Source: an optimization exercise on an open RTL-to-GDS flow (aim: small area). Production flows keep margins and buffers that such runs may drop.
In this exercise RTL edits were held to simulation tests only and were not proved equivalent to the original.
Power is estimated from default activity; no workload was simulated.

==> flow/design.v (excerpt) <==
module Register_File_Wrapper
#(
	parameter WIDTH = 32,
	parameter SELECTOR = 5
)
(
	input 						clk, 
	input 						rst, 
	input 						Reg_Write_i,
	input 	[SELECTOR-1:0]	Read_Register_1_i,
	input 	[SELECTOR-1:0]	Read_Register_2_i,
	input 	[SELECTOR-1:0]	Write_Register_i,
	input 	[WIDTH-1:0]		Write_Data_i,
	output 	[WIDTH-1:0]		Read_Data_1_o,
	output 	[WIDTH-1:0]		Read_Data_2_o
);
==> flow/config.mk <==
export PLATFORM = sky130hd
export DESIGN_NAME = Register_File_Wrapper
export DESIGN_NICKNAME = Register_File_Wrapper
export VERILOG_FILES = /design/flow/design.v
export SDC_FILE = /design/flow/constraint.sdc
export NUM_CORES = 4
export LEC_CHECK = 0
export CAP_MARGIN = 20
export CELL_PAD_IN_SITES_DETAIL_PLACEMENT = 1
export CELL_PAD_IN_SITES_GLOBAL_PLACEMENT = 1
export CORE_MARGIN = 2
export CORE_UTILIZATION = 30
export CTS_BUF_LIST = sky130_fd_sc_hd__clkbuf_8
export SLEW_MARGIN = 20
export SYNTH_HIERARCHICAL = 1
export SYNTH_MINIMUM_KEEP_SIZE = 0
==> flow/constraint.sdc <==
create_clock -name core_clock -period 6.5 [get_ports {clk}]
set_input_delay 1.3000 -clock core_clock [delete_from_list [all_inputs] [get_ports {clk}]]
set_output_delay 1.3000 -clock core_clock [all_outputs]
set_load 0.01 [all_outputs]
run.sh (not shown) runs the stock make flow with config.mk's settings and CLKGATE_MAP_FILE= SYNTH_SCRIPT=/design/flow/synth_recipe.tcl, a recipe that flattens the netlist after the stock synthesis.
The first run completed without violations.
==> next run, changes <==
==> flow/flow/run.sh (new file) <==
#!/bin/bash
# Layout flow: the standard ORFS flow (standard.sh, unchanged synthesis,
# floorplan, power grid and tap cells), with two settings passed to it:
#  - the port buffers that global placement inserts use the smallest buffer;
#  - clock tree synthesis uses clkbuf_8 with larger sink clusters and no dummy
#    loads.
# ORFS writes each step's full log under orfs/logs/; make's own output goes to
# standard.log in this folder.
set -euo pipefail
export BUFFER_PORTS_ARGS="-buffer_cell sky130_fd_sc_hd__buf_1"
export CTS_ARGS="-sink_clustering_enable -repair_clock_nets -dont_use_dummy_load -buf_list sky130_fd_sc_hd__clkbuf_8 -sink_clustering_size 16 -sink_clustering_max_diameter 60"
bash standard.sh > standard.log 2>&1
==> flow/standard.sh (new file) <==
#!/bin/bash
# synth_recipe.tcl (not shown) runs the flow's synth.tcl, then flattens the netlist and writes it again
# the make line also repeats each setting of config.mk as NAME=value (left out here)
make -C /OpenROAD-flow-scripts/flow DESIGN_CONFIG=/design/flow/config.mk WORK_HOME=/design/flow/orfs CLKGATE_MAP_FILE= SYNTH_SCRIPT=/design/flow/synth_recipe.tcl "${@:-finish}"
--- a/flow/config.mk
+++ b/flow/config.mk
@@ -11,5 +11,5 @@
 export CORE_MARGIN = 2
 export CORE_UTILIZATION = 30
-export CTS_BUF_LIST = sky130_fd_sc_hd__clkbuf_8
+export PLACE_DENSITY = 0.75
 export SLEW_MARGIN = 20
 export SYNTH_HIERARCHICAL = 1
removed: flow/run.sh
Outcome: Worst setup slack is better by 0.51 ns. Cell area went down by 7.8%. Sequential share of layout area went up by 3.7 points. Die area stays the same. Total power went down by 17%. Final cell count went down by 5.0%. Area after synthesis stays the same. Register-to-register slack hardly moves. Clock skew stays the same. Clock power went down by 45%. Non-clock buffer count went down by 63.
==> next run, changes <==
--- a/flow/config.mk
+++ b/flow/config.mk
@@ -11,5 +11,4 @@
 export CORE_MARGIN = 2
 export CORE_UTILIZATION = 30
-export PLACE_DENSITY = 0.75
 export SLEW_MARGIN = 20
 export SYNTH_HIERARCHICAL = 1
After rerunning: Synthesized area does not change; routed wire length goes up by about 5%; final area goes up by 0.48%; total power is about the same; global-route usage goes up by 1.8 points; sequential share of layout area goes down by 0.23 points; combinational power hardly moves; utilization goes up by 0.16 points; die area does not change; clock power goes up by about 2%.
==> next run, changes <==
==> flow/run.sh (new file) <==
#!/bin/bash
# synth_recipe.tcl (not shown) runs the flow's synth.tcl, then flattens the netlist and writes it again
# the make line also repeats each setting of config.mk as NAME=value (left out here)
make -C /OpenROAD-flow-scripts/flow DESIGN_CONFIG=/design/flow/config.mk WORK_HOME=/design/flow/orfs CLKGATE_MAP_FILE= SYNTH_SCRIPT=/design/flow/synth_recipe.tcl finish
--- a/flow/config.mk
+++ b/flow/config.mk
@@ -7,6 +7,4 @@
 export LEC_CHECK = 0
 export CAP_MARGIN = 20
-export CELL_PAD_IN_SITES_DETAIL_PLACEMENT = 1
-export CELL_PAD_IN_SITES_GLOBAL_PLACEMENT = 1
 export CORE_MARGIN = 2
 export CORE_UTILIZATION = 30
removed: flow/flow/run.sh
removed: flow/standard.sh
=> The new run passed the timing, DRC and antenna checks; register-to-register slack is about the same; critical path depth increases by 1; total power came out higher by about 20%; sequential share of layout area went down by 3.4 points.

-- what the ideal ports hide --
The flow's constraints put no driver on any port. The routed layouts listed below were extracted and timed again, unchanged, in two steps.
Step 1 sets driving cells, clkbuf_16 on the clock port and buf_2 on the other inputs (assumed; they add their load-dependent delay and slew).
Step 2 times the ports against the registers' clock, not the clock port: input delays grow and output delays shrink by t, the midpoint of the rising clock arrivals with the driver on.
Slacks: no drivers / after step 1 / after step 2; pairs: no drivers / after step 1.
| run | t, ns | setup slack, ns | hold slack, ns | clock arrival spread, ns |
|---|---|---|---|---|
| the first run | 0.968 | 0.306 / 0.283 / 0.283 | 0.470 / 0.470 / 0.470 | 0.043 / 0.043 |
| the second run | 0.823 | 0.814 / 0.764 / 0.764 | 0.485 / 0.485 / 0.485 | 0.070 / 0.070 |
| the third run | 0.879 | 0.885 / 0.855 / 0.855 | 0.492 / 0.492 / 0.492 | 0.087 / 0.087 |
| the fourth run | 0.757 | 0.266 / 0.232 / 0.232 | 0.478 / 0.478 / 0.478 | 0.039 / 0.038 |
After both steps setup and hold are still met in every run listed. For the second run, which loses most, drivers alone change the setup slack by -0.050 ns; drivers and shift together by -0.050 ns.
